Context: an optimization exercise on an open-source flow, tuned for small area, a short achievable clock period and few clock cycles. The choices shown serve that exercise and are no tape-out recipe. The RTL was checked by simulation tests, not by an equivalence proof against the original design. Power and IR drop assume default switching activity.

==> flow/design.v (outline; a module is shown in full before it is edited, if it fits) <==
// module ysyx_23060203_CLINT: 32 lines
// module ysyx_23060203_MemArb: 173 lines
// module ysyx_23060203_XBar: 106 lines
// module ysyx_23060203_ALU: 78 lines
// module ysyx_23060203_DIV: 80 lines
// module ysyx_23060203_MUL_radix_4: 88 lines
// module ysyx_23060203_LSU: 181 lines
// module ysyx_23060203_EXU: 205 lines
// module ysyx_23060203_BRU: 20 lines
// module ysyx_23060203_IDU: 218 lines
// module ysyx_23060203_ICache: 132 lines
// module ysyx_23060203_IFU: 118 lines
// module ysyx_23060203_GPR: 20 lines
// module ysyx_23060203_MMU: 155 lines
// module ysyx_23060203_WBU: 157 lines
// module ysyx_23060203_CPU: 373 lines
// module ysyx_23060203: 105 lines
module ysyx_23060203 (
  input clock, reset,
  input io_interrupt,
  input         io_master_awready,
  output        io_master_awvalid,
  output [31:0] io_master_awaddr,
  output [3:0]  io_master_awid,
  output [7:0]  io_master_awlen,
  output [2:0]  io_master_awsize,
  output [1:0]  io_master_awburst,
  input         io_master_wready,
  output        io_master_wvalid,
  output [31:0] io_master_wdata,
  output [3:0]  io_master_wstrb,
  output        io_master_wlast,
  output        io_master_bready,
  input         io_master_bvalid,
  input  [1:0]  io_master_bresp,
  input  [3:0]  io_master_bid,
  input         io_master_arready,
  output        io_master_arvalid,
  output [31:0] io_master_araddr,
  output [3:0]  io_master_arid,
  output [7:0]  io_master_arlen,
  output [2:0]  io_master_arsize,
  output [1:0]  io_master_arburst,
  output        io_master_rready,
  input         io_master_rvalid,
  input  [1:0]  io_master_rresp,
  input  [31:0] io_master_rdata,
  input         io_master_rlast,
  input  [3:0]  io_master_rid,
  output        io_slave_awready,
  input         io_slave_awvalid,
  input  [31:0] io_slave_awaddr,
  input  [3:0]  io_slave_awid,
  input  [7:0]  io_slave_awlen,
  input  [2:0]  io_slave_awsize,
  input  [1:0]  io_slave_awburst,
  output        io_slave_wready,
  input         io_slave_wvalid,
  input  [31:0] io_slave_wdata,
  input  [3:0]  io_slave_wstrb,
  input         io_slave_wlast,
  input         io_slave_bready,
  output        io_slave_bvalid,
  output [1:0]  io_slave_bresp,
  output [3:0]  io_slave_bid,
  output        io_slave_arready,
  input         io_slave_arvalid,
  input  [31:0] io_slave_araddr,
  input  [3:0]  io_slave_arid,
  input  [7:0]  io_slave_arlen,
  input  [2:0]  io_slave_arsize,
  input  [1:0]  io_slave_arburst,
  input         io_slave_rready,
  output        io_slave_rvalid,
  output [1:0]  io_slave_rresp,
  output [31:0] io_slave_rdata,
  output        io_slave_rlast,
  output [3:0]  io_slave_rid
);
  // ...
==> flow/run.sh <==
#!/bin/bash
# synth_recipe.tcl (not shown) runs the flow's synth.tcl, then flattens the netlist and writes it again
# the make line also repeats each setting of config.mk as NAME=value (left out here)
make -C /OpenROAD-flow-scripts/flow DESIGN_CONFIG=/design/flow/config.mk WORK_HOME=/design/flow/orfs CLKGATE_MAP_FILE= SYNTH_SCRIPT=/design/flow/synth_recipe.tcl finish
==> flow/config.mk <==
export PLATFORM = sky130hd
export DESIGN_NAME = ysyx_23060203
export DESIGN_NICKNAME = ysyx_23060203
export VERILOG_FILES = /design/flow/design.v
export SDC_FILE = /design/flow/constraint.sdc
export NUM_CORES = 4
export LEC_CHECK = 0
export CAP_MARGIN = 20
export CORE_MARGIN = 2
export CORE_UTILIZATION = 40
export SLEW_MARGIN = 20
==> flow/constraint.sdc <==
create_clock -name core_clock -period 12.0 [get_ports {clock}]
set_input_delay 2.4000 -clock core_clock [delete_from_list [all_inputs] [get_ports {clock}]]
set_output_delay 2.4000 -clock core_clock [all_outputs]
set_load 0.01 [all_outputs]
==> metrics.md, run 1 <==
| Metric | Value |
|---|---|
| Status | finished clean |
| Post-route cell area | 203000 sq um |
| Setup CP Type | register to register |
| Compound-Gate Fraction of Synth Area | 10.9% |
| Mux cell area share after synthesis | 13.4% |
| Worst hold margin | 0.377 ns |
| Fin. Hold Viols | 0 |
| DIE HEIGHT | 676 um |
| WL met1 | 269 mm |
| Die span in x | 676 um |
| Clock sink total | 3337 |
| Final ANT Viol Nets | 0 |
| Xor/xnor cell area share of the yosys netlist | 5.91% |
| Largest net degree at the start of global routing | 160 |
| Cells after DPL | 20100 |
| CP dominant cell by count | o21ai_0 |
| Worst path bufs/invs | 2 |
| Clock group | 11.8 mW |
| Delay-heaviest family, CP | compound AO/OA/AOI/OAI gates |
| Post-synth cell types | 107 |
| First-pass GRT wire length | 945 mm |
| Top cell type's share of synthesized area | 51.7% |
| Max IR drop VDD | 116 uV |
| Final WL | 683 mm |
| Invs w/o clock | 330 |
| CTS tree | yes |
| FP Rows | 246 |
| Io pins | 383 |
| Max power group | registers |
| Sequential cell area | 98000 sq um |
Testbench counts, summed over its fixed seeds: cycles 62,571.
==> module ysyx_23060203_MemArb, before the edit <==
module ysyx_23060203_MemArb (
  input clock, reset,
  output logic ifu_r_arready,
  input ifu_r_arvalid,
  input [31:0] ifu_r_araddr,
  input [3:0] ifu_r_arid,
  input [7:0] ifu_r_arlen,
  input [2:0] ifu_r_arsize,
  input [1:0] ifu_r_arburst,
  input ifu_r_rready,
  output logic ifu_r_rvalid,
  output logic [1:0] ifu_r_rresp,
  output logic [31:0] ifu_r_rdata,
  output logic ifu_r_rlast,
  output logic [3:0] ifu_r_rid,
  output logic lsu_r_arready,
  input lsu_r_arvalid,
  input [31:0] lsu_r_araddr,
  input [3:0] lsu_r_arid,
  input [7:0] lsu_r_arlen,
  input [2:0] lsu_r_arsize,
  input [1:0] lsu_r_arburst,
  input lsu_r_rready,
  output logic lsu_r_rvalid,
  output logic [1:0] lsu_r_rresp,
  output logic [31:0] lsu_r_rdata,
  output logic lsu_r_rlast,
  output logic [3:0] lsu_r_rid,
  output logic mmu_r_arready,
  input mmu_r_arvalid,
  input [31:0] mmu_r_araddr,
  input [3:0] mmu_r_arid,
  input [7:0] mmu_r_arlen,
  input [2:0] mmu_r_arsize,
  input [1:0] mmu_r_arburst,
  input mmu_r_rready,
  output logic mmu_r_rvalid,
  output logic [1:0] mmu_r_rresp,
  output logic [31:0] mmu_r_rdata,
  output logic mmu_r_rlast,
  output logic [3:0] mmu_r_rid,
  input ram_r_arready,
  output logic ram_r_arvalid,
  output logic [31:0] ram_r_araddr,
  output logic [3:0] ram_r_arid,
  output logic [7:0] ram_r_arlen,
  output logic [2:0] ram_r_arsize,
  output logic [1:0] ram_r_arburst,
  output logic ram_r_rready,
  input ram_r_rvalid,
  input [1:0] ram_r_rresp,
  input [31:0] ram_r_rdata,
  input ram_r_rlast,
  input [3:0] ram_r_rid
);
  typedef enum logic [1:0] {
    ST_IDLE,
    ST_IFU,
    ST_LSU,
    ST_MMU
  } state_t;
  wire st_idle = state == ST_IDLE;
  wire st_ifu = state == ST_IFU;
  wire st_lsu = state == ST_LSU;
  wire st_mmu = state == ST_MMU;
  state_t state, state_next;
  always @(posedge clock) begin
    if (reset) begin
      state <= ST_IDLE;
    end else begin
      state <= state_next;
    end
  end
  wire rhs = ram_r_rready & ram_r_rvalid & ram_r_rlast;
  always_comb begin
    state_next = state;
    if (st_idle) begin
      if (mmu_r_arvalid) begin
        state_next = ST_MMU;
      end else if (ifu_r_arvalid) begin
        state_next = ST_IFU;
      end else if (lsu_r_arvalid) begin
        state_next = ST_LSU;
      end
    end else begin
      if (rhs) begin
        state_next = ST_IDLE;
      end
    end
  end
  always_comb begin
    if (st_ifu) begin
      ram_r_arvalid = ifu_r_arvalid;
      ram_r_araddr = ifu_r_araddr;
      ram_r_arid = ifu_r_arid;
      ram_r_arlen = ifu_r_arlen;
      ram_r_arsize = ifu_r_arsize;
      ram_r_arburst = ifu_r_arburst;
      ram_r_rready = ifu_r_rready;
    end else if (st_lsu) begin
      ram_r_arvalid = lsu_r_arvalid;
      ram_r_araddr = lsu_r_araddr;
      ram_r_arid = lsu_r_arid;
      ram_r_arlen = lsu_r_arlen;
      ram_r_arsize = lsu_r_arsize;
      ram_r_arburst = lsu_r_arburst;
      ram_r_rready = lsu_r_rready;
    end else if (st_mmu) begin
      ram_r_arvalid = mmu_r_arvalid;
      ram_r_araddr = mmu_r_araddr;
      ram_r_arid = mmu_r_arid;
      ram_r_arlen = mmu_r_arlen;
      ram_r_arsize = mmu_r_arsize;
      ram_r_arburst = mmu_r_arburst;
      ram_r_rready = mmu_r_rready;
    end else begin
      ram_r_arvalid = 0;
      ram_r_araddr = 0;
      ram_r_arid = 0;
      ram_r_arlen = 0;
      ram_r_arsize = 0;
      ram_r_arburst = 0;
      ram_r_rready = 0;
    end
  end
  always_comb begin
    if (st_ifu) begin
      ifu_r_arready = ram_r_arready;
      ifu_r_rvalid = ram_r_rvalid;
      ifu_r_rresp = ram_r_rresp;
      ifu_r_rdata = ram_r_rdata;
      ifu_r_rlast = ram_r_rlast;
      ifu_r_rid = ram_r_rid;
    end else begin
      ifu_r_arready = 0;
      ifu_r_rvalid = 0;
      ifu_r_rresp = 0;
      ifu_r_rdata = 0;
      ifu_r_rlast = 0;
      ifu_r_rid = 0;
    end
    if (st_lsu) begin
      lsu_r_arready = ram_r_arready;
      lsu_r_rvalid = ram_r_rvalid;
      lsu_r_rresp = ram_r_rresp;
      lsu_r_rdata = ram_r_rdata;
      lsu_r_rlast = ram_r_rlast;
      lsu_r_rid = ram_r_rid;
    end else begin
      lsu_r_arready = 0;
      lsu_r_rvalid = 0;
      lsu_r_rresp = 0;
      lsu_r_rdata = 0;
      lsu_r_rlast = 0;
      lsu_r_rid = 0;
    end
    if (st_mmu) begin
      mmu_r_arready = ram_r_arready;
      mmu_r_rvalid = ram_r_rvalid;
      mmu_r_rresp = ram_r_rresp;
      mmu_r_rdata = ram_r_rdata;
      mmu_r_rlast = ram_r_rlast;
      mmu_r_rid = ram_r_rid;
    end else begin
      mmu_r_arready = 0;
      mmu_r_rvalid = 0;
      mmu_r_rresp = 0;
      mmu_r_rdata = 0;
      mmu_r_rlast = 0;
      mmu_r_rid = 0;
    end
  end
endmodule
==> module ysyx_23060203_ALU, before the edit <==
module ysyx_23060203_ALU (
  input [31:0] alu_a,
  input [31:0] alu_b,
  input [2:0] funct,
  input sw,
  output reg [31:0] val
);
localparam ALU_ADD = 3'b000;
localparam ALU_SHL = 3'b001;
localparam ALU_LTS = 3'b010;
localparam ALU_LTU = 3'b011;
localparam ALU_XOR = 3'b100;
localparam ALU_SHR = 3'b101;
localparam ALU_OR  = 3'b110;
localparam ALU_AND = 3'b111;
localparam BR_BEQ  = 3'b000;
localparam BR_BNE  = 3'b001;
localparam BR_BLT  = 3'b100;
localparam BR_BGE  = 3'b101;
localparam BR_BLTU = 3'b110;
localparam BR_BGEU = 3'b111;
localparam OP_LUI    = 5'b01101;
localparam OP_AUIPC  = 5'b00101;
localparam OP_JAL    = 5'b11011;
localparam OP_JALR   = 5'b11001;
localparam OP_BRANCH = 5'b11000;
localparam OP_LOAD   = 5'b00000;
localparam OP_STORE  = 5'b01000;
localparam OP_RI     = 5'b00100;
localparam OP_RR     = 5'b01100;
localparam OP_SYS    = 5'b11100;
localparam OP_FENCEI = 5'b00011;
localparam logic [11:0] CSR_MSTATUS  = 12'h300;
localparam logic [11:0] CSR_MTVEC    = 12'h305;
localparam logic [11:0] CSR_MEPC     = 12'h341;
localparam logic [11:0] CSR_MCAUSE   = 12'h342;
localparam logic [11:0] CSR_SATP     = 12'h180;
localparam logic [11:0] CSR_MSCRATCH = 12'h340;
localparam logic [11:0] CSR_MVENDORID = 12'hf11;
localparam logic [11:0] CSR_MARCHID   = 12'hf12;
localparam logic [2:0] CSRF_RW  = 3'b001;
localparam logic [2:0] CSRF_RS  = 3'b010;
localparam logic [2:0] CSRF_RC  = 3'b011;
localparam logic [2:0] CSRF_RWI = 3'b101;
localparam logic [2:0] CSRF_RSI = 3'b110;
localparam logic [2:0] CSRF_RCI = 3'b111;
  wire sub = sw | (funct == ALU_LTS) | (funct == ALU_LTU);
  wire [31:0] a = alu_a;
  wire [31:0] b = alu_b ^ {32{sub}};
  reg [31:0] e;
  reg cf;  
  wire sf = e[31];  
  wire of = (a[31] == b[31]) & (sf ^ a[31]);  
  wire [4:0] shift = alu_b[4:0];
  wire signed [31:0] sra = $signed(a) >>> $signed(shift);
  wire [31:0] srl = a >> shift;
  wire [31:0] shr = sw ? sra : srl;
  always_comb begin
    cf = 0;
    case (funct)
      ALU_ADD, ALU_LTS, ALU_LTU:
        {cf, e} = a + b + {31'b0, sub};  
      ALU_SHL: e = a << shift;
      ALU_XOR: e = a ^ b;
      ALU_SHR: e = shr;
      ALU_OR : e = a | b;
      ALU_AND: e = a & b;
      default: e = 32'b0;
    endcase
  end
  always_comb begin
    case (funct)
      ALU_LTS: val = {31'b0, sf ^ of};
      ALU_LTU: val = {31'b0, ~cf};
      default: val = e;
    endcase
  end
endmodule
==> module ysyx_23060203_DIV, before the edit <==
module ysyx_23060203_DIV (
  input clock, reset,
  input flush,
  output in_ready,
  input in_valid,
  input in_sign,
  input [31:0] in_a, in_b,
  input out_ready,
  output out_valid,
  output [31:0] out_quot,
  output [31:0] out_rem
);
  parameter ST_HOLD = 6'b111111;
  parameter ST_IDLE = 6'd32;
  reg [5:0] state, state_next;
  wire st_hold = state == ST_HOLD;
  wire st_idle = state == ST_IDLE;
  reg [63:0] a, a_next;
  reg [31:0] b, b_next;
  reg qs, qs_next;
  reg rs, rs_next;
  reg [31:0] q, q_next;
  wire [32:0] rem = a[63:31] - {1'b0, b};
  always @(posedge clock) begin
    if (reset) begin
      state <= ST_IDLE;
    end else begin
      state <= state_next;
      a <= a_next;
      b <= b_next;
      qs <= qs_next;
      rs <= rs_next;
      q <= q_next;
    end
  end
  wire in_as = in_a[31] & in_sign;
  wire in_bs = in_b[31] & in_sign;
  always_comb begin
    state_next = state;
    a_next = a;
    b_next = b;
    qs_next = qs;
    rs_next = rs;
    q_next = q;
    if (in_ready & in_valid) begin
      state_next = 6'd31;
      a_next = {32'b0, ({32{in_as}} ^ in_a) + {31'b0, in_as}};
      b_next = ({32{in_bs}} ^ in_b) + {31'b0, in_bs};
      qs_next = (in_a[31] ^ in_b[31]) & in_sign & (|in_b);
      rs_next = in_a[31] & in_sign;
    end
    if (st_idle) begin
      if (in_valid) ;
    end else if (st_hold) begin
      if (flush | out_ready) begin
        if (in_valid) begin
          ;
        end else begin
          state_next = ST_IDLE;
        end
      end
    end else begin
      if (flush) begin
        if (in_valid) begin
          ;
        end else begin
          state_next = ST_IDLE;
        end
      end else begin
        state_next = state - 1;
        a_next = rem[32] ? {a[62:0], 1'b0} : {rem[31:0], a[30:0], 1'b0};
        q_next = {q[30:0], ~rem[32]};
      end
    end
  end
  assign in_ready = st_idle | flush | (out_ready & st_hold);
  assign out_valid = st_hold & ~flush;
  assign out_quot = ({32{qs}} ^ q) + {31'b0, qs};
  assign out_rem  = ({32{rs}} ^ a[63:32]) + {31'b0, rs};
endmodule
==> module ysyx_23060203_GPR, before the edit <==
module ysyx_23060203_GPR (
  input clock, reset,
  input wen,  
  input [4:0] waddr,  
  input [31:0] wdata,  
  input [4:0] raddr1,  
  output [31:0] rdata1,  
  input [4:0] raddr2,  
  output [31:0] rdata2  
);
  parameter NR_REG = 32;
  reg [31:0] r [1:NR_REG-1];
  always @(posedge clock) begin
    if (wen & (|waddr)) begin
      r[waddr] <= wdata;
    end
  end
  assign rdata1 = (|raddr1) ? r[raddr1] : 0;
  assign rdata2 = (|raddr2) ? r[raddr2] : 0;
endmodule
==> run 2, diff against run 1 <==
--- a/flow/design.v
+++ b/flow/design.v
@@ -72,4 +72,5 @@
 module ysyx_23060203_MemArb (
   input clock, reset,
+  input wbuf_busy,
   output logic ifu_r_arready,
   input ifu_r_arvalid,
@@ -99,5 +100,5 @@
   output logic [3:0] lsu_r_rid,
   output logic mmu_r_arready,
-  input mmu_r_arvalid,
+  input mmu_r_arvalid_raw,
   input [31:0] mmu_r_araddr,
   input [3:0] mmu_r_arid,
@@ -143,14 +144,21 @@
     end
   end
+  wire mmu_r_arvalid = mmu_r_arvalid_raw & (st_mmu | ~wbuf_busy);
+  wire idle_mmu = st_idle & mmu_r_arvalid;
+  wire idle_lsu = st_idle & ~mmu_r_arvalid & lsu_r_arvalid;
+  wire idle_ifu = st_idle & ~mmu_r_arvalid & ~lsu_r_arvalid & ifu_r_arvalid;
+  wire g_mmu = st_mmu | idle_mmu;
+  wire g_lsu = st_lsu | idle_lsu;
+  wire g_ifu = st_ifu | idle_ifu;
   wire rhs = ram_r_rready & ram_r_rvalid & ram_r_rlast;
   always_comb begin
     state_next = state;
     if (st_idle) begin
-      if (mmu_r_arvalid) begin
+      if (idle_mmu) begin
         state_next = ST_MMU;
-      end else if (ifu_r_arvalid) begin
-        state_next = ST_IFU;
-      end else if (lsu_r_arvalid) begin
+      end else if (idle_lsu) begin
         state_next = ST_LSU;
+      end else if (idle_ifu) begin
+        state_next = ST_IFU;
       end
     end else begin
@@ -161,5 +169,5 @@
   end
   always_comb begin
-    if (st_ifu) begin
+    if (g_ifu) begin
       ram_r_arvalid = ifu_r_arvalid;
       ram_r_araddr = ifu_r_araddr;
@@ -169,5 +177,5 @@
       ram_r_arburst = ifu_r_arburst;
       ram_r_rready = ifu_r_rready;
-    end else if (st_lsu) begin
+    end else if (g_lsu) begin
       ram_r_arvalid = lsu_r_arvalid;
       ram_r_araddr = lsu_r_araddr;
@@ -177,5 +185,5 @@
       ram_r_arburst = lsu_r_arburst;
       ram_r_rready = lsu_r_rready;
-    end else if (st_mmu) begin
+    end else if (g_mmu) begin
       ram_r_arvalid = mmu_r_arvalid;
       ram_r_araddr = mmu_r_araddr;
@@ -196,5 +204,5 @@
   end
   always_comb begin
-    if (st_ifu) begin
+    if (g_ifu) begin
       ifu_r_arready = ram_r_arready;
       ifu_r_rvalid = ram_r_rvalid;
@@ -211,5 +219,5 @@
       ifu_r_rid = 0;
     end
-    if (st_lsu) begin
+    if (g_lsu) begin
       lsu_r_arready = ram_r_arready;
       lsu_r_rvalid = ram_r_rvalid;
@@ -226,5 +234,5 @@
       lsu_r_rid = 0;
     end
-    if (st_mmu) begin
+    if (g_mmu) begin
       mmu_r_arready = ram_r_arready;
       mmu_r_rvalid = ram_r_rvalid;
@@ -410,5 +418,5 @@
     case (funct)
       ALU_ADD, ALU_LTS, ALU_LTU:
-        {cf, e} = a + b + {31'b0, sub};  
+        {cf, e} = a + b + {31'b0, sub}; 
       ALU_SHL: e = a << shift;
       ALU_XOR: e = a ^ b;
@@ -441,7 +449,9 @@
   parameter ST_HOLD = 6'b111111;
   parameter ST_IDLE = 6'd32;
+  parameter ST_NORM = 6'd33;
   reg [5:0] state, state_next;
   wire st_hold = state == ST_HOLD;
   wire st_idle = state == ST_IDLE;
+  wire st_norm = state == ST_NORM;
   reg [63:0] a, a_next;
   reg [31:0] b, b_next;
@@ -450,4 +460,22 @@
   reg [31:0] q, q_next;
   wire [32:0] rem = a[63:31] - {1'b0, b};
+  function automatic [5:0] clz32(input [31:0] v);
+    integer i;
+    reg found;
+    clz32 = 6'd32;
+    found = 0;
+    for (i = 31; i >= 0; i = i - 1) begin
+      if (v[i] & ~found) begin
+        clz32 = 6'(31 - i);
+        found = 1;
+      end
+    end
+  endfunction
+  wire [5:0] clz_a = clz32(a[31:0]);
+  wire [5:0] clz_b = clz32(b);
+  wire       b_zero = ~(|b);
+  wire [5:0] sh_b = 6'd31 - clz_b;
+  wire [5:0] sh = b_zero ? 6'd0 : ((clz_a > sh_b) ? clz_a : sh_b);
+  wire [63:0] a_norm = {32'b0, a[31:0]} << sh;
   always @(posedge clock) begin
     if (reset) begin
@@ -472,32 +500,25 @@
     q_next = q;
     if (in_ready & in_valid) begin
-      state_next = 6'd31;
+      state_next = ST_NORM;
       a_next = {32'b0, ({32{in_as}} ^ in_a) + {31'b0, in_as}};
       b_next = ({32{in_bs}} ^ in_b) + {31'b0, in_bs};
       qs_next = (in_a[31] ^ in_b[31]) & in_sign & (|in_b);
       rs_next = in_a[31] & in_sign;
-    end
-    if (st_idle) begin
-      if (in_valid) ;
+    end else if (st_idle) begin
+      ;
     end else if (st_hold) begin
       if (flush | out_ready) begin
-        if (in_valid) begin
-          ;
-        end else begin
-          state_next = ST_IDLE;
-        end
-      end
-    end else begin
-      if (flush) begin
-        if (in_valid) begin
-          ;
-        end else begin
-          state_next = ST_IDLE;
-        end
-      end else begin
-        state_next = state - 1;
-        a_next = rem[32] ? {a[62:0], 1'b0} : {rem[31:0], a[30:0], 1'b0};
-        q_next = {q[30:0], ~rem[32]};
+        state_next = ST_IDLE;
       end
+    end else if (flush) begin
+      state_next = ST_IDLE;
+    end else if (st_norm) begin
+      a_next = a_norm;
+      q_next = 32'b0;
+      state_next = 6'd31 - sh;  
+    end else begin
+      state_next = state - 1;
+      a_next = rem[32] ? {a[62:0], 1'b0} : {rem[31:0], a[30:0], 1'b0};
+      q_next = {q[30:0], ~rem[32]};
     end
   end
@@ -518,80 +539,57 @@
   output [63:0] out_prod
 );
-  reg [5:0] state, state_next;
-  wire st_idle = state == 0;
-  wire st_hold = state == 6'd34;
-  reg [33:0] a, a_next;
-  reg [33:0] b, b_next;
-  wire [67:0] s = {a, 34'b0};
-  wire [67:0] ds = {s[66:0], 1'b0};
-  wire [67:0] ms = {~a + 1, 34'b0};
-  wire [67:0] mds = {ms[66:0], 1'b0};
-  reg [67:0] prod, prod_next;
-  reg [67:0] prod_next_add;
-  always_comb begin
-    case ({b[state+1], b[state], b[state-1]})
-      3'b001, 3'b010 : prod_next_add = s;
-      3'b011         : prod_next_add = ds;
-      3'b100         : prod_next_add = mds;
-      3'b101, 3'b110 : prod_next_add = ms;
-      default        : prod_next_add = 0;
-    endcase
-  end
-  wire [67:0] prod_next_uns = prod + prod_next_add;
+  localparam [3:0] ST_IDLE = 4'd0;
+  localparam [3:0] ST_HOLD = 4'd10;
+  reg [3:0] state;
+  wire st_idle = state == ST_IDLE;
+  wire st_hold = state == ST_HOLD;
+  wire st_busy = ~st_idle & ~st_hold;
+  reg [33:0] a;       
+  reg [37:0] hi;      
+  reg [35:0] lb;      
+  reg        prev;    
+  function automatic [37:0] booth(input [2:0] bits, input [33:0] m);
+    reg [37:0] m1;
+    begin
+      m1 = {{4{m[33]}}, m};
+      case (bits)
+        3'b001, 3'b010: booth = m1;
+        3'b011:         booth = m1 << 1;
+        3'b100:         booth = -(m1 << 1);
+        3'b101, 3'b110: booth = -m1;
+        default:        booth = 38'b0;
+      endcase
+    end
+  endfunction
+  wire [37:0] pp0 = booth({lb[1], lb[0], prev}, a);
+  wire [37:0] pp1 = booth({lb[3], lb[2], lb[1]}, a);
+  wire [37:0] sum = hi + pp0 + (pp1 << 2);
   always @(posedge clock) begin
     if (reset) begin
-      state <= 0;
-    end else begin
-      state <= state_next;
-      prod <= prod_next;
-      a <= a_next;
-      b <= b_next;
+      state <= ST_IDLE;
+    end else if (in_ready & in_valid) begin
+      state <= 4'd1;
+    end else if (st_hold) begin
+      if (flush | out_ready) state <= ST_IDLE;
+    end else if (st_busy) begin
+      if (flush) state <= ST_IDLE;
+      else state <= state + 4'd1;
     end
   end
-  wire [33:0] in_sa = {{2{in_sign[1] & in_a[31]}}, in_a};
-  wire [67:0] in_s = {in_sa, 34'b0};
-  wire [67:0] in_ms = {~in_sa + 1, 34'b0};
-  always_comb begin
-    state_next = state;
-    prod_next = prod;
-    a_next = a;
-    b_next = b;
+  always @(posedge clock) begin
     if (in_ready & in_valid) begin
-      state_next = 6'd2;
-      case (in_b[1:0])
-        2'b01: prod_next = {{2{in_s[67]}}, in_s[67:2]};
-        2'b10: prod_next = {in_ms[67], in_ms[67:1]};
-        2'b11: prod_next = {{2{in_ms[67]}}, in_ms[67:2]};
-        default: prod_next = 0;
-      endcase
-      a_next = in_sa;
-      b_next = {{2{in_sign[0] & in_b[31]}}, in_b};
-    end
-    if (st_idle) begin
-      if (in_valid) ;
-    end else if (st_hold) begin
-      if (flush | out_ready) begin
-        if (in_valid) begin
-          ;  
-        end else begin
-          state_next = 0;
-        end
-      end
-    end else begin
-      if (flush) begin
-        if (in_valid) begin
-          ;  
-        end else begin
-          state_next = 0;
-        end
-      end else begin
-        state_next = state + 6'd2;
-        prod_next = {{2{prod_next_uns[67]}}, prod_next_uns[67:2]};
-      end
+      a <= {{2{in_sign[1] & in_a[31]}}, in_a};
+      lb <= {{4{in_sign[0] & in_b[31]}}, in_b};
+      hi <= 38'b0;
+      prev <= 1'b0;
+    end else if (st_busy) begin
+      hi <= {{4{sum[37]}}, sum[37:4]};
+      lb <= {sum[3:0], lb[35:4]};
+      prev <= lb[3];
     end
   end
   assign in_ready = st_idle | flush | (out_ready & st_hold);
   assign out_valid = st_hold & ~flush;
-  assign out_prod = prod[63:0];
+  assign out_prod = {hi[27:0], lb};
 endmodule
 module ysyx_23060203_LSU (
@@ -625,4 +623,7 @@
   input mmu_hit,
   input [31:0] mmu_paddr,
+  input vm_on,
+  output wbuf_busy,
+  output store_fast,
   output in_ready,
   input in_valid,
@@ -634,5 +635,5 @@
   output [31:0] out_rdata
 );
-  typedef enum logic [3:0] {
+  typedef enum logic [2:0] {
     ST_IDLE,
     ST_HOLD,
@@ -640,8 +641,5 @@
     ST_LOAD_REQ,
     ST_LOAD_RESP,
-    ST_STORE_REQ,
-    ST_STORE_ADDR,
-    ST_STORE_DATA,
-    ST_STORE_RESP
+    ST_STORE_WAIT
   } state_t;
   state_t state, state_next;
@@ -651,4 +649,77 @@
   reg [31:0] addr, addr_next;
   reg [31:0] load_val, load_val_next;
+  parameter WB_W = 2;
+  localparam WB_N = 1 << WB_W;
+  reg             wb_v    [WB_N];
+  reg [31:0]      wb_a    [WB_N];
+  reg [31:0]      wb_d    [WB_N];
+  reg [3:0]       wb_s    [WB_N];
+  reg [1:0]       wb_z    [WB_N];
+  reg [WB_W-1:0]  wb_head, wb_tail;
+  reg             wb_aw_done, wb_w_done;
+  wire wb_valid = wb_v[wb_head];
+  wire wb_full  = wb_v[wb_tail];
+  wire aw_hs = mem_w_awvalid & mem_w_awready;
+  wire w_hs  = mem_w_wvalid & mem_w_wready;
+  wire wb_done = wb_valid & (wb_aw_done | aw_hs) & (wb_w_done | w_hs);
+  assign wbuf_busy = wb_valid;
+  assign store_fast = st_idle & ~vm_on & ~wb_full;
+  wire is_store = ~ls[3];
+  function automatic [31:0] st_data(input [31:0] d, input [1:0] a);
+    st_data = d << {a, 3'b0};
+  endfunction
+  function automatic [3:0] st_strb(input [1:0] sz, input [1:0] a);
+    reg [3:0] raw;
+    case (sz)
+      2'b00: raw = 4'b0001;
+      2'b01: raw = 4'b0011;
+      2'b10: raw = 4'b1111;
+      default: raw = 4'b0000;
+    endcase
+    st_strb = raw << a;
+  endfunction
+  wire accept = in_valid & in_ready;
+  wire wb_push_fast = accept & is_store & store_fast;
+  wire wb_push_slow = (state == ST_STORE_WAIT) & ~wb_full;
+  wire wb_push = wb_push_fast | wb_push_slow;
+  wire [31:0] wb_src_addr = wb_push_fast ? alu_val : addr;
+  reg ld_conflict;
+  always_comb begin
+    ld_conflict = 0;
+    for (integer i = 0; i < WB_N; i = i + 1) begin
+      if (wb_v[i] & (wb_a[i][31:2] == addr[31:2])) ld_conflict = 1;
+    end
+  end
+  always @(posedge clock) begin
+    if (reset) begin
+      for (integer i = 0; i < WB_N; i = i + 1) wb_v[i] <= 0;
+      wb_head <= 0;
+      wb_tail <= 0;
+      wb_aw_done <= 0;
+      wb_w_done <= 0;
+    end else begin
+      if (wb_done) begin
+        wb_v[wb_head] <= 0;
+        wb_head <= wb_head + 1'b1;
+        wb_aw_done <= 0;
+        wb_w_done <= 0;
+      end else begin
+        if (aw_hs) wb_aw_done <= 1;
+        if (w_hs) wb_w_done <= 1;
+      end
+      if (wb_push) begin
+        wb_v[wb_tail] <= 1;
+        wb_tail <= wb_tail + 1'b1;
+      end
+    end
+  end
+  always @(posedge clock) begin
+    if (wb_push) begin
+      wb_a[wb_tail] <= wb_src_addr;
+      wb_d[wb_tail] <= st_data(val_c, wb_src_addr[1:0]);
+      wb_s[wb_tail] <= st_strb(ls[1:0], wb_src_addr[1:0]);
+      wb_z[wb_tail] <= ls[1:0];
+    end
+  end
   always @(posedge clock) begin
     if (reset) begin
@@ -665,20 +736,7 @@
     addr_next = addr;
     load_val_next = load_val;
-    if (in_valid & in_ready) begin
-      addr_next = alu_val;
-      state_next = ST_MMU;
-    end
     case (state)
-      ST_IDLE: begin
-        if (in_valid) ;  
-      end
       ST_HOLD: begin
-        if (out_ready) begin
-          if (in_valid) begin
-            ;  
-          end else begin
-            state_next = ST_IDLE;
-          end
-        end
+        if (out_ready) state_next = ST_IDLE;
       end
       ST_MMU: begin
@@ -688,10 +746,10 @@
             state_next = ST_LOAD_REQ;
           end else begin
-            state_next = ST_STORE_REQ;
+            state_next = ST_STORE_WAIT;
           end
         end
       end
       ST_LOAD_REQ: begin
-        if (mem_r_arready) begin
+        if (mem_r_arvalid & mem_r_arready) begin
           state_next = ST_LOAD_RESP;
         end
@@ -703,35 +761,21 @@
         end
       end
-      ST_STORE_REQ: begin
-        if (mem_w_awready & mem_w_wready) begin
-          state_next = ST_STORE_RESP;
-        end else if (mem_w_awready) begin
-          state_next = ST_STORE_DATA;
-        end else if (mem_w_wready) begin
-          state_next = ST_STORE_ADDR;
-        end
-      end
-      ST_STORE_ADDR: begin
-        if (mem_w_awready) begin
-          state_next = ST_STORE_RESP;
-        end
-      end
-      ST_STORE_DATA: begin
-        if (mem_w_wready) begin
-          state_next = ST_STORE_RESP;
-        end
-      end
-      ST_STORE_RESP: begin
-        if (mem_w_bvalid) begin
-          state_next = ST_HOLD;
-        end
+      ST_STORE_WAIT: begin
+        if (~wb_full) state_next = ST_HOLD;
       end
       default: ;
     endcase
+    if (accept) begin
+      addr_next = alu_val;
+      if (vm_on) state_next = ST_MMU;
+      else if (ls[3]) state_next = ST_LOAD_REQ;
+      else if (wb_full) state_next = ST_STORE_WAIT;
+      else state_next = ST_IDLE;
+    end
   end
   assign mmu_valid = st_mmu;
   assign mmu_vaddr = addr;
   assign out_valid = st_hold;
-  assign mem_r_arvalid = state == ST_LOAD_REQ;
+  assign mem_r_arvalid = (state == ST_LOAD_REQ) & ~ld_conflict;
   assign mem_r_araddr = addr;
   assign mem_r_arid = 4'b0;
@@ -750,29 +794,15 @@
   end
   assign out_rdata = load_val;
-  wire st_store_req = state == ST_STORE_REQ;
-  wire st_store_addr = state == ST_STORE_ADDR;
-  wire st_store_data = state == ST_STORE_DATA;
-  assign mem_w_awvalid = st_store_req | st_store_addr;
-  assign mem_w_awaddr = addr;
+  assign mem_w_awvalid = wb_valid & ~wb_aw_done;
+  assign mem_w_awaddr = wb_a[wb_head];
   assign mem_w_awid = 4'b0;
   assign mem_w_awlen = 8'b0;
-  assign mem_w_awsize = {1'b0, ls[1:0]};
+  assign mem_w_awsize = {1'b0, wb_z[wb_head]};
   assign mem_w_awburst = 2'b0;
-  wire [31:0] mem_wdata = val_c << {addr[1:0], 3'b0};
-  reg [3:0] mem_wstrb_raw;
-  always_comb begin
-    case (ls[1:0])
-      2'b00: mem_wstrb_raw = 4'b0001;
-      2'b01: mem_wstrb_raw = 4'b0011;
-      2'b10: mem_wstrb_raw = 4'b1111;
-      default: mem_wstrb_raw = 4'b0000;
-    endcase
-  end
-  wire [3:0] mem_wstrb = mem_wstrb_raw << addr[1:0];
-  assign mem_w_wvalid = st_store_req | st_store_data;
-  assign mem_w_wdata = mem_wdata;
-  assign mem_w_wstrb = mem_wstrb;
+  assign mem_w_wvalid = wb_valid & ~wb_w_done;
+  assign mem_w_wdata = wb_d[wb_head];
+  assign mem_w_wstrb = wb_s[wb_head];
   assign mem_w_wlast = 1'b1;
-  assign mem_w_bready = state == ST_STORE_RESP;
+  assign mem_w_bready = 1'b1;
 endmodule
 module ysyx_23060203_EXU (
@@ -781,8 +811,12 @@
   output [4:0] exu_rd,
   output [31:0] exu_rd_val,
+  output jump_flush,
+  output [31:0] jump_dnpc,
   output mmu_valid,
   output [31:0] mmu_vaddr,
   input mmu_hit,
   input [31:0] mmu_paddr,
+  input vm_on,
+  output wbuf_busy,
   input mem_r_arready,
   output logic mem_r_arvalid,
@@ -813,4 +847,8 @@
   input [31:0] in_pc,
   input [31:0] in_dnpc,
+  input [31:0] in_alt,
+  input        in_br,
+  input        in_jalr,
+  input        in_pred,
   input [31:0] in_val_a,
   input [31:0] in_val_b,
@@ -843,4 +881,6 @@
   reg [31:0] pc;
   reg [31:0] dnpc;
+  reg [31:0] alt;
+  reg        br, jalr, pred;
   reg [31:0] val_a, val_b, val_c;
   reg [ 2:0] alu_funct;
@@ -865,4 +905,8 @@
       pc <= in_pc;
       dnpc <= in_dnpc;
+      alt <= in_alt;
+      br <= in_br;
+      jalr <= in_jalr;
+      pred <= in_pred;
       val_a <= in_val_a;
       val_b <= in_val_b;
@@ -886,5 +930,14 @@
   assign out_valid = ~flush & valid & exec_out_valid;
   assign out_pc = pc;
-  assign out_dnpc = dnpc;
+  wire br_taken;
+  ysyx_23060203_BRU BRU (
+    .src1(val_a), .src2(val_c), .funct(alu_funct),
+    .jump_en(br_taken)
+  );
+  wire [31:0] jalr_tgt = {alu_val[31:1], 1'b0};
+  wire br_miss = br & (br_taken ^ pred);
+  assign jump_flush = valid & exec_en & (jalr | br_miss);
+  assign jump_dnpc = jalr ? jalr_tgt : alt;
+  assign out_dnpc = jalr ? jalr_tgt : (br_miss ? alt : dnpc);
   reg exec_en_r, exec_en_r_next;
   always @(posedge clock)
@@ -912,5 +965,6 @@
   always_comb begin
     if (exec_en_r) begin
-      exec_out_valid = ~(|ls | mul);
+      exec_out_valid = (~(|ls | mul) & ~((rd_src | exc | ret | fencei) & lsu_wbuf_busy)) |
+                       (~ls[3] & |ls & lsu_store_fast);
     end else begin
       exec_out_valid =
@@ -929,4 +983,6 @@
   wire lsu_in_ready, lsu_out_valid;
   wire [31:0] lsu_val;
+  wire lsu_wbuf_busy, lsu_store_fast;
+  assign wbuf_busy = lsu_wbuf_busy;
   ysyx_23060203_LSU LSU (
     .clock(clock), .reset(reset),
@@ -934,4 +990,5 @@
     .mmu_valid(mmu_valid), .mmu_vaddr(mmu_vaddr),
     .mmu_hit(mmu_hit), .mmu_paddr(mmu_paddr),
+    .vm_on(vm_on), .wbuf_busy(lsu_wbuf_busy), .store_fast(lsu_store_fast),
     .in_ready(lsu_in_ready), .in_valid(exec_en & lsu_en),
     .ls(ls), .alu_val(alu_val), .val_c(val_c),
@@ -967,4 +1024,5 @@
     ls[3] ? lsu_val :
     rd_src ? val_a :
+    jalr ? dnpc :
     mul ? (alu_funct[2] ? div_val : mul_val) :
     alu_val;
@@ -972,4 +1030,5 @@
   assign exu_rd_val =
     ls[3] ? lsu_val :
+    jalr ? dnpc :
     mul ? (alu_funct[2] ? div_val : mul_val) :
     alu_val;
@@ -1012,6 +1071,4 @@
   input [4:0] exu_rd,
   input [31:0] exu_rd_val,
-  output jump_flush,
-  output [31:0] jump_dnpc,
   output in_ready,
   input in_valid,
@@ -1022,4 +1079,8 @@
   output     [31:0] out_pc,
   output     [31:0] out_dnpc,
+  output     [31:0] out_alt,
+  output            out_br,
+  output            out_jalr,
+  output            out_pred,
   output reg [31:0] out_val_a,
   output reg [31:0] out_val_b,
@@ -1078,5 +1139,4 @@
   reg valid;
   reg [31:0] pc, inst;
-  reg jump_flush_en;
   always @(posedge clock)
   if (reset) begin
@@ -1089,15 +1149,12 @@
       pc <= in_pc;
       inst <= in_inst;
-      jump_flush_en <= 1;
     end else begin
       if (out_valid & out_ready) begin
         valid <= 0;
-      end else if (jump_flush) begin
-        jump_flush_en <= 0;
       end
     end
   end
-  assign in_ready = ~valid | (out_ready & ~gpr_raw);
-  assign out_valid = valid & ~flush & ~gpr_raw;
+  assign in_ready = ~valid | out_ready;
+  assign out_valid = valid & ~flush;
   assign out_pc = pc;
   wire [4:0] opcode = inst[6:2];
@@ -1115,7 +1172,4 @@
   assign rs2 = inst[24:20];
   wire [4:0] rd = inst[11:7];
-  wire rs1_raw = (|rs1) & (rs1 == exu_rd);
-  wire rs2_raw = (|rs2) & (rs2 == exu_rd);
-  wire gpr_raw = (opcode[4:1] == 4'b1100) & (rs1_raw | (rs2_raw & ~opcode[0]));
   wire [31:0] src1_fw = ((exu_rd == rs1) & (|rs1)) ? exu_rd_val : src1;
   wire [31:0] src2_fw = ((exu_rd == rs2) & (|rs2)) ? exu_rd_val : src2;
@@ -1135,36 +1189,17 @@
     endcase
   end
-  wire br_jump_en;
-  ysyx_23060203_BRU BRU (
-    .src1(src1), .src2(src2), .funct(funct3),
-    .jump_en(br_jump_en)
-  );
-  wire jump_pred_fail = (opcode[4:1] == 4'b1100) & (opcode[0] | (br_jump_en ^ inst[31]));
-  assign jump_flush = valid & ~gpr_raw & jump_pred_fail & jump_flush_en;
-  wire [31:0] dnpc_a = (opcode == OP_JALR) ? src1 : pc;
-  reg [31:0] jump_dnpc_b;
-  always_comb begin
-    case (opcode)
-      OP_JALR: jump_dnpc_b = imm_i;
-      default: jump_dnpc_b = inst[31] ? 32'h4 : imm_b;
-    endcase
-  end
-  wire [31:0] jump_dnpc_c = dnpc_a + jump_dnpc_b;
-  assign jump_dnpc = {jump_dnpc_c[31:1], 1'b0};
-  reg [31:0] out_dnpc_b;
-  always_comb begin
-    case (opcode)
-      OP_JAL    : out_dnpc_b = imm_j;
-      OP_JALR   : out_dnpc_b = imm_i;
-      OP_BRANCH : out_dnpc_b = br_jump_en ? imm_b : 32'h4;
-      default   : out_dnpc_b = 32'h4;
-    endcase
-  end
-  wire [31:0] out_dnpc_c = dnpc_a + out_dnpc_b;
-  assign out_dnpc = {out_dnpc_c[31:1], 1'b0};
+  wire is_jal = opcode == OP_JAL;
+  wire is_br = opcode == OP_BRANCH;
+  wire [31:0] pc_tgt = pc + (is_jal ? imm_j : imm_b);
+  wire [31:0] pc_plus4 = pc + 32'h4;
+  assign out_dnpc = (is_jal | (is_br & inst[31])) ? pc_tgt : pc_plus4;
+  assign out_alt = inst[31] ? pc_plus4 : pc_tgt;
+  assign out_br = is_br;
+  assign out_jalr = opcode == OP_JALR;
+  assign out_pred = inst[31];
   always_comb begin
     case (opcode)
       OP_LUI                    : out_val_a = 0;
-      OP_AUIPC, OP_JAL, OP_JALR : out_val_a = pc;
+      OP_AUIPC, OP_JAL          : out_val_a = pc;
       OP_SYS                    : out_val_a = csr_rdata;
       default                   : out_val_a = src1_fw;
@@ -1172,5 +1207,5 @@
     case (opcode)
       OP_LUI, OP_AUIPC : out_val_b = imm_u;
-      OP_LOAD, OP_RI   : out_val_b = imm_i;
+      OP_LOAD, OP_RI, OP_JALR : out_val_b = imm_i;
       OP_STORE         : out_val_b = imm_s;
       OP_RR            : out_val_b = src2_fw;
@@ -1187,4 +1222,5 @@
       OP_RI, OP_RR : out_alu_funct = funct3;
       OP_SYS       : out_alu_funct = sys_alu_funct;
+      OP_BRANCH    : out_alu_funct = funct3;  
       default      : out_alu_funct = ALU_ADD;
     endcase
@@ -1222,4 +1258,5 @@
   input clock, reset,
   input flush_icache,
+  input vm_on,
   input [31:0] addr,
   output hit,
@@ -1243,9 +1280,9 @@
   parameter OFFSET_W = 4;  
   parameter INDEX_W  = 2;  
-  parameter TAG_W    = 32 - OFFSET_W - INDEX_W;  
-  parameter SET_N = 1 << INDEX_W;  
-  parameter BLOCK_W = (1 << OFFSET_W) << 3;  
+  parameter TAG_W    = 32 - OFFSET_W - INDEX_W; 
+  parameter SET_N = 1 << INDEX_W; 
   parameter BLOCK_SZ = (1 << OFFSET_W) >> 2;  
   reg line_valid [SET_N];
+  reg [BLOCK_SZ-1:0] line_wvalid [SET_N];  
   reg [TAG_W-1:0] line_tag [SET_N];
   reg [31:0] line_data [SET_N][BLOCK_SZ];
@@ -1253,7 +1290,12 @@
   wire [INDEX_W-1:0] index = addr[OFFSET_W+INDEX_W-1:OFFSET_W];
   wire [(OFFSET_W-2)-1:0] off = addr[OFFSET_W-1:2];
-  wire [(OFFSET_W-2)-1:0] off_next = off + 1;
-  assign hit = line_valid[index] & (line_tag[index] == tag);
+  wire tag_hit = line_valid[index] & (line_tag[index] == tag);
+  assign hit = tag_hit & line_wvalid[index][off];
   assign inst = line_data[index][off];
+  wire [31-OFFSET_W:0] pf_line = addr[31:OFFSET_W] + 1'b1;
+  wire [TAG_W-1:0] pf_tag = pf_line[31-OFFSET_W:INDEX_W];
+  wire [INDEX_W-1:0] pf_index = pf_line[INDEX_W-1:0];
+  wire pf_present = line_valid[pf_index] & (line_tag[pf_index] == pf_tag);
+  wire pf_want = hit & ~pf_present & ~(&addr[11:OFFSET_W]);
   typedef enum logic [1:0] {
     ST_IDLE,
@@ -1267,5 +1309,10 @@
   wire st_resp = state == ST_RESP;
   state_t state, state_next;
-  reg [31:0] paddr, paddr_next;
+  reg [31:0] paddr, paddr_next;            
+  reg [TAG_W-1:0] rf_tag, rf_tag_next;     
+  reg [INDEX_W-1:0] rf_index, rf_index_next;
+  reg [(OFFSET_W-2)-1:0] rf_off, rf_off_next;  
+  wire beat = mem_r_rready & mem_r_rvalid;
+  wire last_beat = beat & mem_r_rlast;
   always @(posedge clock) begin
     if (reset) begin
@@ -1274,4 +1321,7 @@
       state <= state_next;
       paddr <= paddr_next;
+      rf_tag <= rf_tag_next;
+      rf_index <= rf_index_next;
+      rf_off <= rf_off_next;
     end
   end
@@ -1279,8 +1329,29 @@
     state_next = state;
     paddr_next = paddr;
+    rf_tag_next = rf_tag;
+    rf_index_next = rf_index;
+    rf_off_next = rf_off;
     case (state)
       ST_IDLE: begin
         if (~hit) begin
-          state_next = ST_MMU;
+          rf_tag_next = tag;
+          rf_index_next = index;
+          rf_off_next = off;
+          if (vm_on) begin
+            state_next = ST_MMU;
+          end else begin
+            state_next = ST_REQ;
+            paddr_next = {addr[31:2], 2'b00};
+          end
+        end else if (pf_want) begin
+          rf_tag_next = pf_tag;
+          rf_index_next = pf_index;
+          rf_off_next = 0;
+          if (vm_on) begin
+            state_next = ST_MMU;
+          end else begin
+            state_next = ST_REQ;
+            paddr_next = {pf_line, {OFFSET_W{1'b0}}};
+          end
         end
       end
@@ -1288,5 +1359,5 @@
         if (mmu_hit) begin
           state_next = ST_REQ;
-          paddr_next = mmu_paddr;
+          paddr_next = {mmu_paddr[31:2], 2'b00};
         end
       end
@@ -1297,5 +1368,5 @@
       end
       ST_RESP: begin
-        if (mem_r_rready & mem_r_rvalid & mem_r_rlast) begin
+        if (last_beat) begin
           state_next = ST_IDLE;
         end
@@ -1305,5 +1376,5 @@
   end
   assign mmu_valid = st_mmu;
-  assign mmu_vaddr = {tag, index, off_next, 2'b00};
+  assign mmu_vaddr = {rf_tag, rf_index, rf_off, 2'b00};
   assign mem_r_arvalid = st_req;
   assign mem_r_araddr = paddr;
@@ -1311,21 +1382,19 @@
   assign mem_r_arlen = BLOCK_SZ - 1;
   assign mem_r_arsize = 3'b010;
-  assign mem_r_arburst = (BLOCK_SZ == 1) ? 2'b00 : 2'b10;
+  assign mem_r_arburst = 2'b10;  
   assign mem_r_rready = st_resp;
-  reg [(OFFSET_W-2)-1:0] off_r, off_r_next;
+  reg [(OFFSET_W-2)-1:0] off_r;
   always @(posedge clock) begin
     if (reset) begin
       off_r <= 0;
-    end else begin
-      off_r <= off_r_next;
+    end else if (st_req) begin
+      off_r <= paddr[OFFSET_W-1:2];
+    end else if (beat) begin
+      off_r <= off_r + 1;
     end
   end
-  always_comb begin
-    off_r_next = off_r;
-    if (mem_r_arready & mem_r_arvalid) begin
-      off_r_next = off_next;
-    end
-    if (mem_r_rready & mem_r_rvalid) begin
-      off_r_next = off_r + 1;
+  always @(posedge clock) begin
+    if (beat) begin
+      line_data[rf_index][off_r] <= mem_r_rdata;
     end
   end
@@ -1336,15 +1405,15 @@
     end
   end else begin
+    if (st_req & mem_r_arready) begin
+      line_valid[rf_index] <= 1;
+      line_tag[rf_index] <= rf_tag;
+      line_wvalid[rf_index] <= 0;
+    end
+    if (beat) begin
+      line_wvalid[rf_index][off_r] <= 1;
+    end
     if (flush_icache) begin
       for (i = 0; i < SET_N; i = i + 1) begin
-        if (mem_r_rready & mem_r_rvalid & mem_r_rlast & (i[INDEX_W-1:0] == index)) ;
-        else line_valid[i] <= 0;
-      end
-    end
-    if (mem_r_rready & mem_r_rvalid) begin
-      line_data[index][off_r] <= mem_r_rdata;
-      if (mem_r_rlast) begin
-        line_valid[index] <= 1;
-        line_tag[index] <= tag;
+        line_valid[i] <= 0;
       end
     end
@@ -1369,4 +1438,5 @@
   input [31:0] cs_dnpc,
   input flush_icache,
+  input vm_on,
   output mmu_valid,
   output [31:0] mmu_vaddr,
@@ -1383,5 +1453,5 @@
   ysyx_23060203_ICache ICache (
     .clock(clock), .reset(reset),
-    .flush_icache(flush_icache),
+    .flush_icache(flush_icache), .vm_on(vm_on),
     .addr(fetch_pc), .hit(hit), .inst(cache_inst),
     .mmu_valid(mmu_valid), .mmu_vaddr(mmu_vaddr),
@@ -1405,65 +1475,23 @@
   wire flush = jump_flush | cs_flush;
   wire [31:0] dnpc = cs_flush ? cs_dnpc : jump_dnpc;
-  reg flush_r;
-  wire flush_w = flush | flush_r;
-  wire flush_r_next = flush_w & ~hit;
-  reg [31:0] dnpc_r;
-  wire [31:0] dnpc_r_next = (flush & ~hit) ? dnpc : dnpc_r;
   assign out_valid = out_valid_r & ~flush;
-  reg out_valid_r, out_valid_r_next;
+  reg out_valid_r;
   wire out_step_en = ~out_valid_r | out_ready;
-  wire [31:0] out_pc_next   = (~flush_w & hit & out_step_en) ? fetch_pc   : out_pc;
-  wire [31:0] out_inst_next = (~flush_w & hit & out_step_en) ? cache_inst : out_inst;
-  always_comb begin
-    out_valid_r_next = out_valid_r;
-    if (flush) begin
-      out_valid_r_next = 0;
-    end else if (~flush_r) begin
-      if (out_valid_r) begin
-        if (out_ready) begin
-          if (hit) out_valid_r_next = 1;
-          else out_valid_r_next = 0;
-        end
-      end else begin
-        if (hit) out_valid_r_next = 1;
-      end
-    end
-  end
-  reg [31:0] fetch_pc_next;
-  always_comb begin  
-    fetch_pc_next = fetch_pc;
-    if (flush_r) begin
-      if (hit) begin
-        fetch_pc_next = dnpc_r;
-      end
-    end else if (out_valid_r) begin
-      if (out_ready) begin
-        if (hit) begin
-          fetch_pc_next = fetch_pc_pred;
-        end
-      end
-    end else begin
-      if (hit) begin
-        fetch_pc_next = fetch_pc_pred;
-      end
-    end
-    if (flush) begin
-      if (hit) begin
-        fetch_pc_next = dnpc;
-      end
-    end
-  end
+  wire step = hit & out_step_en;
+  wire out_valid_r_next = flush ? 1'b0 : (out_step_en ? hit : out_valid_r);
+  wire [31:0] fetch_pc_next = flush ? dnpc : (step ? fetch_pc_pred : fetch_pc);
   always @(posedge clock) begin
     if (reset) begin
       out_valid_r <= 0;
-      flush_r <= 0;
-        fetch_pc <= 32'h30000000;
+      fetch_pc <= 32'h30000000;
     end else begin
       out_valid_r <= out_valid_r_next;
-      out_pc <= out_pc_next;
-      out_inst <= out_inst_next;
       fetch_pc <= fetch_pc_next;
-      flush_r <= flush_r_next;
-      dnpc_r <= dnpc_r_next;
+    end
+  end
+  always @(posedge clock) begin
+    if (~flush & step) begin
+      out_pc <= fetch_pc;
+      out_inst <= cache_inst;
     end
   end
@@ -1471,11 +1499,11 @@
 module ysyx_23060203_GPR (
   input clock, reset,
-  input wen,  
-  input [4:0] waddr,  
-  input [31:0] wdata,  
-  input [4:0] raddr1,  
-  output [31:0] rdata1,  
-  input [4:0] raddr2,  
-  output [31:0] rdata2  
+  input wen, 
+  input [4:0] waddr, 
+  input [31:0] wdata, 
+  input [4:0] raddr1, 
+  output [31:0] rdata1, 
+  input [4:0] raddr2, 
+  output [31:0] rdata2 
 );
   parameter NR_REG = 32;
@@ -1518,10 +1546,10 @@
   reg [19:0] lsu_ppn;
   assign lsu_paddr = {lsu_ppn, lsu_vaddr[11:0]};
-  parameter integer LINE_W = 4;
+  parameter integer LINE_W = 1;
   localparam integer LINE_N = 1 << LINE_W;
   reg line_valid [LINE_N];
   reg [19:0] line_vpn [LINE_N];
   reg [19:0] line_ppn [LINE_N];
-  reg [LINE_W-1:0] line_rand;  
+  reg [LINE_W-1:0] line_rand; 
   reg [LINE_W-1:0] line_evit;
   always @(posedge clock) begin
@@ -1646,9 +1674,9 @@
 module ysyx_23060203_WBU (
   input clock, reset,
-  output gpr_wen,  
-  output [4:0] gpr_waddr,  
-  output [31:0] gpr_wdata,  
-  input [11:0] csr_raddr,  
-  output reg [31:0] csr_rdata,  
+  output gpr_wen, 
+  output [4:0] gpr_waddr, 
+  output [31:0] gpr_wdata, 
+  input [11:0] csr_raddr, 
+  output reg [31:0] csr_rdata, 
   output cs_flush,
   output reg [31:0] cs_dnpc,
@@ -1879,4 +1907,5 @@
     .cs_flush(cs_flush), .cs_dnpc(cs_dnpc),
     .flush_icache(flush_icache),
+    .vm_on(csr_satp[31]),
     .mmu_valid(ifu_mmu_valid), .mmu_vaddr(ifu_mmu_vaddr),
     .mmu_hit(ifu_mmu_hit), .mmu_paddr(ifu_mmu_paddr),
@@ -1894,4 +1923,6 @@
   wire [31:0] idu_out_pc;
   wire [31:0] idu_out_dnpc;
+  wire [31:0] idu_out_alt;
+  wire idu_out_br, idu_out_jalr, idu_out_pred;
   wire [31:0] idu_out_val_a;
   wire [31:0] idu_out_val_b;
@@ -1911,10 +1942,9 @@
   ysyx_23060203_IDU IDU (
     .clock(clock), .reset(reset),
-    .flush(cs_flush),
+    .flush(cs_flush | jump_flush),
     .rs1(gpr_raddr1), .src1(gpr_rdata1),
     .rs2(gpr_raddr2), .src2(gpr_rdata2),
     .csr_raddr(csr_raddr), .csr_rdata(csr_rdata),
     .exu_rd(exu_rd), .exu_rd_val(exu_rd_val),
-    .jump_flush(jump_flush), .jump_dnpc(jump_dnpc),
     .in_ready(idu_in_ready),
     .in_valid(ifu_out_valid),
@@ -1925,4 +1955,5 @@
     .out_pc(idu_out_pc),
     .out_dnpc(idu_out_dnpc),
+    .out_alt(idu_out_alt), .out_br(idu_out_br), .out_jalr(idu_out_jalr), .out_pred(idu_out_pred),
     .out_val_a(idu_out_val_a),
     .out_val_b(idu_out_val_b),
@@ -1940,4 +1971,5 @@
     .out_fencei(idu_out_fencei)
   );
+  wire wbuf_busy;
   wire [4:0] exu_rd;
   wire [31:0] exu_rd_val;
@@ -1989,6 +2021,8 @@
     .flush(cs_flush),
     .exu_rd(exu_rd), .exu_rd_val(exu_rd_val),
+    .jump_flush(jump_flush), .jump_dnpc(jump_dnpc),
     .mmu_valid(lsu_mmu_valid), .mmu_vaddr(lsu_mmu_vaddr),
     .mmu_hit(lsu_mmu_hit), .mmu_paddr(lsu_mmu_paddr),
+    .vm_on(csr_satp[31]), .wbuf_busy(wbuf_busy),
     .mem_r_arready(lsu_mem_r_arready), .mem_r_arvalid(lsu_mem_r_arvalid), .mem_r_araddr(lsu_mem_r_araddr), .mem_r_arid(lsu_mem_r_arid), .mem_r_arlen(lsu_mem_r_arlen), .mem_r_arsize(lsu_mem_r_arsize), .mem_r_arburst(lsu_mem_r_arburst), .mem_r_rready(lsu_mem_r_rready), .mem_r_rvalid(lsu_mem_r_rvalid), .mem_r_rdata(lsu_mem_r_rdata),
     .mem_w_awvalid(io_out_awvalid), .mem_w_awready(io_out_awready), .mem_w_awaddr(io_out_awaddr), .mem_w_awid(io_out_awid), .mem_w_awlen(io_out_awlen), .mem_w_awsize(io_out_awsize), .mem_w_awburst(io_out_awburst), .mem_w_wready(io_out_wready), .mem_w_wvalid(io_out_wvalid), .mem_w_wdata(io_out_wdata), .mem_w_wstrb(io_out_wstrb), .mem_w_wlast(io_out_wlast), .mem_w_bready(io_out_bready), .mem_w_bvalid(io_out_bvalid),
@@ -1997,4 +2031,5 @@
     .in_pc(idu_out_pc),
     .in_dnpc(idu_out_dnpc),
+    .in_alt(idu_out_alt), .in_br(idu_out_br), .in_jalr(idu_out_jalr), .in_pred(idu_out_pred),
     .in_val_a(idu_out_val_a),
     .in_val_b(idu_out_val_b),
@@ -2130,5 +2165,6 @@
   ysyx_23060203_MemArb MemArb (
     .clock(clock), .reset(reset),
-    .ifu_r_arready(ifu_mem_r_arready), .ifu_r_arvalid(ifu_mem_r_arvalid), .ifu_r_araddr(ifu_mem_r_araddr), .ifu_r_arid(ifu_mem_r_arid), .ifu_r_arlen(ifu_mem_r_arlen), .ifu_r_arsize(ifu_mem_r_arsize), .ifu_r_arburst(ifu_mem_r_arburst), .ifu_r_rready(ifu_mem_r_rready), .ifu_r_rvalid(ifu_mem_r_rvalid), .ifu_r_rresp(ifu_mem_r_rresp), .ifu_r_rdata(ifu_mem_r_rdata), .ifu_r_rlast(ifu_mem_r_rlast), .ifu_r_rid(ifu_mem_r_rid), .lsu_r_arready(lsu_mem_r_arready), .lsu_r_arvalid(lsu_mem_r_arvalid), .lsu_r_araddr(lsu_mem_r_araddr), .lsu_r_arid(lsu_mem_r_arid), .lsu_r_arlen(lsu_mem_r_arlen), .lsu_r_arsize(lsu_mem_r_arsize), .lsu_r_arburst(lsu_mem_r_arburst), .lsu_r_rready(lsu_mem_r_rready), .lsu_r_rvalid(lsu_mem_r_rvalid), .lsu_r_rresp(lsu_mem_r_rresp), .lsu_r_rdata(lsu_mem_r_rdata), .lsu_r_rlast(lsu_mem_r_rlast), .lsu_r_rid(lsu_mem_r_rid), .mmu_r_arready(mmu_mem_r_arready), .mmu_r_arvalid(mmu_mem_r_arvalid), .mmu_r_araddr(mmu_mem_r_araddr), .mmu_r_arid(mmu_mem_r_arid), .mmu_r_arlen(mmu_mem_r_arlen), .mmu_r_arsize(mmu_mem_r_arsize), .mmu_r_arburst(mmu_mem_r_arburst), .mmu_r_rready(mmu_mem_r_rready), .mmu_r_rvalid(mmu_mem_r_rvalid), .mmu_r_rresp(mmu_mem_r_rresp), .mmu_r_rdata(mmu_mem_r_rdata), .mmu_r_rlast(mmu_mem_r_rlast), .mmu_r_rid(mmu_mem_r_rid),
+    .wbuf_busy(wbuf_busy),
+    .ifu_r_arready(ifu_mem_r_arready), .ifu_r_arvalid(ifu_mem_r_arvalid), .ifu_r_araddr(ifu_mem_r_araddr), .ifu_r_arid(ifu_mem_r_arid), .ifu_r_arlen(ifu_mem_r_arlen), .ifu_r_arsize(ifu_mem_r_arsize), .ifu_r_arburst(ifu_mem_r_arburst), .ifu_r_rready(ifu_mem_r_rready), .ifu_r_rvalid(ifu_mem_r_rvalid), .ifu_r_rresp(ifu_mem_r_rresp), .ifu_r_rdata(ifu_mem_r_rdata), .ifu_r_rlast(ifu_mem_r_rlast), .ifu_r_rid(ifu_mem_r_rid), .lsu_r_arready(lsu_mem_r_arready), .lsu_r_arvalid(lsu_mem_r_arvalid), .lsu_r_araddr(lsu_mem_r_araddr), .lsu_r_arid(lsu_mem_r_arid), .lsu_r_arlen(lsu_mem_r_arlen), .lsu_r_arsize(lsu_mem_r_arsize), .lsu_r_arburst(lsu_mem_r_arburst), .lsu_r_rready(lsu_mem_r_rready), .lsu_r_rvalid(lsu_mem_r_rvalid), .lsu_r_rresp(lsu_mem_r_rresp), .lsu_r_rdata(lsu_mem_r_rdata), .lsu_r_rlast(lsu_mem_r_rlast), .lsu_r_rid(lsu_mem_r_rid), .mmu_r_arready(mmu_mem_r_arready), .mmu_r_arvalid_raw(mmu_mem_r_arvalid), .mmu_r_araddr(mmu_mem_r_araddr), .mmu_r_arid(mmu_mem_r_arid), .mmu_r_arlen(mmu_mem_r_arlen), .mmu_r_arsize(mmu_mem_r_arsize), .mmu_r_arburst(mmu_mem_r_arburst), .mmu_r_rready(mmu_mem_r_rready), .mmu_r_rvalid(mmu_mem_r_rvalid), .mmu_r_rresp(mmu_mem_r_rresp), .mmu_r_rdata(mmu_mem_r_rdata), .mmu_r_rlast(mmu_mem_r_rlast), .mmu_r_rid(mmu_mem_r_rid),
     .ram_r_arready(mem_r_arready), .ram_r_arvalid(mem_r_arvalid), .ram_r_araddr(mem_r_araddr), .ram_r_arid(mem_r_arid), .ram_r_arlen(mem_r_arlen), .ram_r_arsize(mem_r_arsize), .ram_r_arburst(mem_r_arburst), .ram_r_rready(mem_r_rready), .ram_r_rvalid(mem_r_rvalid), .ram_r_rresp(mem_r_rresp), .ram_r_rdata(mem_r_rdata), .ram_r_rlast(mem_r_rlast), .ram_r_rid(mem_r_rid)
   );
==> run 2 against run 1 <==
  * Clock power fell by about 10%
  * Setup slack improved by 1.2 ns
  * Largest cell class unchanged
  * Still clean
  * Register-to-register slack improved by 1.7 ns
  * Clock skew fell by 0.015 ns
  * Fmax rose by 14%
  * Utilization fell by 0.24 points
  * Count of clock-buffer cells in the layout fell by 8
==> metrics.md, run 2 <==
| Metric | Value |
|---|---|
| Status | finished clean |
| Final Core Density | 44.9% |
| Pleak | 63.5 nW |
| Final slew viol count | 0 |
| Most frequent cells in the layout | 2809 x edfxtp_1, 1027 x nor2_1, 983 x nand2_1 |
| Core area | 420000 sq um |
| Startpoint class of the critical path | register |
| Max IR drop VDD | 216 uV (+86%) |
| Slew @ Worst Pin | 1.35 ns |
| Mapped Cells | 13500 |
| Final WL | 647 mm (-5.2%) |
| Uppermost layer routed | met5 |
| Routed met2 length | 280 mm |
| Area Overhead vs Synth | 11.8% |
| Setup CP Type | register to output pin |
| Initial antenna violation count | 54 |
| Die span in x | 653 um (-3.3%) |
| Fin. Hold Viols | 0 (unchanged) |
| Residual DRC | 0 |
| Clock slew at reported path FFs | 0.06 ns |
| Place WS | 4.07 ns |
| Largest net degree at the start of global routing | 117 (-27%) |
| Count leader, synth | edfxtp_1 |
| Final setup fails | 0 |
| Biggest regs | NPC_CPU.GPR.r (992), NPC_CPU.IFU.ICache.line_data (480) |
| Commonest non-fill, non-tap cell in the layout | edfxtp_1 |
| Vias in the first global route | 117000 |
| Register area share after synthesis | 53.1% |
| Max incr delay on CP | 0.67 ns |
| Slowest CP cell | edfxtp_1 |
| Routed WL per cell | 33.3 um |
| Largest register FFs | 992 |
| Top cell type by total area after synthesis | edfxtp_1 |
| Max-slew headroom | 10.0% |
| WL met1 | 248 mm (-7.6%) |
| Port Buffer Count | 149 |
| Final Skew | 0.0926 ns |
| Max_cap viols | 0 |
| Post-synth top cells | 2809 x edfxtp_1, 1091 x nor2_1, 984 x nand2_1, 913 x mux4_2, 727 x clkbuf_1 |
| Post-synth cell types | 111 (+3.7%) |
| Clk Tree Root Cell | clkbuf_16 |
| Fin nets | 14000 |
| Via count | 125000 |
| Final HPWL DP | 442 mm |
| CTS tree | yes |
| Top cell type's share of synthesized area | 50.0% (-1.7 points) |
| Met3 WL | 77.2 mm |
| Clock sink total | 3069 (-8.0%) |
| Asr flop ratio synth | 0% |
| Post-synth EDFFs | 2809 |
| Final setup TNS | 0 ns |
| Period utilization | 73.0% |
| CTS resizes | 0 |
| DIE HEIGHT | 653 um (-3.3%) |
| CP arrival | 6.36 ns |
| Most flops, register | NPC_CPU.GPR.r |
| Die footprint | 427000 sq um |
| Number of H-tree levels | 5 |
| Worst-Skew Late Latency | 1.01 ns |
| 1st-iter DRT viols | 18900 |
| F_max | 0.114 GHz |
| Non-Filler Instances | 19500 |
| Postcts setup bufs | 0 |
| Synth Register Bits | 3069 |
| Critical Path RT | 9.60 ns |
| GP Congestion | 1.04 |
| Clock buffer depth | 4 |
| RSZ-0062 raised after global routing | false |
| Vias per Instance | 6.43 |
| Reg-to-reg setup timing slack | 3.73 ns |
| CTS Buf Count | 343 |
| CP max FO | 39 |
| Ys flop type | edfxtp_1 |
| Cells after DPL | 18800 (-6.7%) |
| FP Rows | 238 (-3.3%) |
| Global-route usage over all layers | 29.3% |
| Drt pass-1 iters | 12 |
| Hold Crit Class | register to register |
| Remaining Overflow, GRT | 0 |
| Post-route setup slack | 3.24 ns |
| Syn avg cell area | 12.5 sq um |
| Final ANT Viol Nets | 0 (unchanged) |
| # hold bufs at CTS | 0 |
| First-pass GRT wire length | 897 mm (-5.2%) |
| Io pins | 383 (unchanged) |
| Layout cells sized above 1 | 16.3% |
| PwrDens | 153 nW/um^2 |
| Mapped cell area | 169000 sq um |
| Yosys warning count | 16 |
| Initial core utilization | 40.2% |
| Crit path cell chain | xnor2_1 -> nand4_1 -> nor4_2 -> a41oi_1 -> a41o_2 -> buf_4 -> o221a_1 -> or4_1 -> or4_4 -> nor2_1 -> nor2b_1 -> clkdlybuf4s50_1 |
| Crit path capture type | output pin |
| Minimum clock period | 8.76 ns |
| Synth top area cells | edfxtp_1 50%, mux4_2 12%, dfxtp_1 3.1% |
run 2: path summary, 6_finish.rpt:
kind / cells past startpoint / startpoint / end
hold / removal: 1 / NPC_CPU.MMU.line_rand / NPC_CPU.MMU.line_rand
hold reg to reg: 1 / NPC_CPU.MMU.line_rand / NPC_CPU.MMU.line_rand
setup / recovery: 12 / NPC_CPU.EXU.LSU.addr[24] / io_master_arvalid
setup reg to reg: 22 / NPC_CPU.EXU.alu_funct[1] / NPC_CPU.EXU.LSU.wb_d[3][31]
run 2: cells by family after synthesis:
logic type / Yosys count / share of synthesized area [%]
XOR/XNOR: 777 / 4.04
adder cells (fa/ha/maj): 316 / 2.52
other: 2 / 0.00445
AO/OA/AOI/OAI: 2991 / 11.8
flip-flops: 3069 / 53.1
multiplexers: 1461 / 15.5
AND/OR/NAND/NOR: 3370 / 9.32
buffers and inverters: 1554 / 3.76
run 2: critical path, delay by kind of cell (launching register included):
kind                      cells  cell delay (ns)
AOI/OAI and AO/OA             3             1.33
and+or+nand+nor               6             2.06
buffers and inverters         2             0.83
DFF                           1             0.67
xor gates and xnor gates      1             0.48
run 2: metrics by stage:
stage               hold WS [ns]  power (mW)  cell area [sq um]
floorplan                  0.349        16.6             169000
global placement           0.362        18.4             177000
detailed placement         0.368        18.4             177000
CTS                        0.384        28.9             188000
global route               0.385        29.9             189000
finish                     0.385        29.0             189000
run 2: metal layers:
metal / global-route usage, % / vias up
met4: 15.7 / 36
met1: 39.5 / 63200
met5: 0 / -
li1: - / 52200
met3: 7.70 / 1603
met2: 43.4 / 8084
run 2: power breakdown:
group	internal [mW]	leakage, nW	total [mW]	switching, mW
sequential	12.3	27.6	12.8	0.555
combinational	2.10	30.5	5.57	3.47
clock	5.99	5.37	10.6	4.57
total	20.4	63.5	29.0	8.59
run 2: area by class of cell:
cell class / count / area, sq um
multi-input combinational: 8994 / 74100
clock buffer: 442 / 9170
antenna: 46 / 115
clock inverter: 197 / 1900
inverter: 481 / 1810
timing repair buffer: 583 / 4870
sequential: 3069 / 89600
tap: 5640 / 7060
fill: 38100 / 232000
Testbench counts of run 2, summed over its fixed seeds: cycles 32,584.

Re-timed with assumed drivers on the ports (clkbuf_16 on the clock, buf_2 on other inputs), run 2 has 3.117 ns of setup slack against 3.239 ns with ideal ports, and 3.732 ns once port delays also move by the mid clock arrival of 1.086 ns.
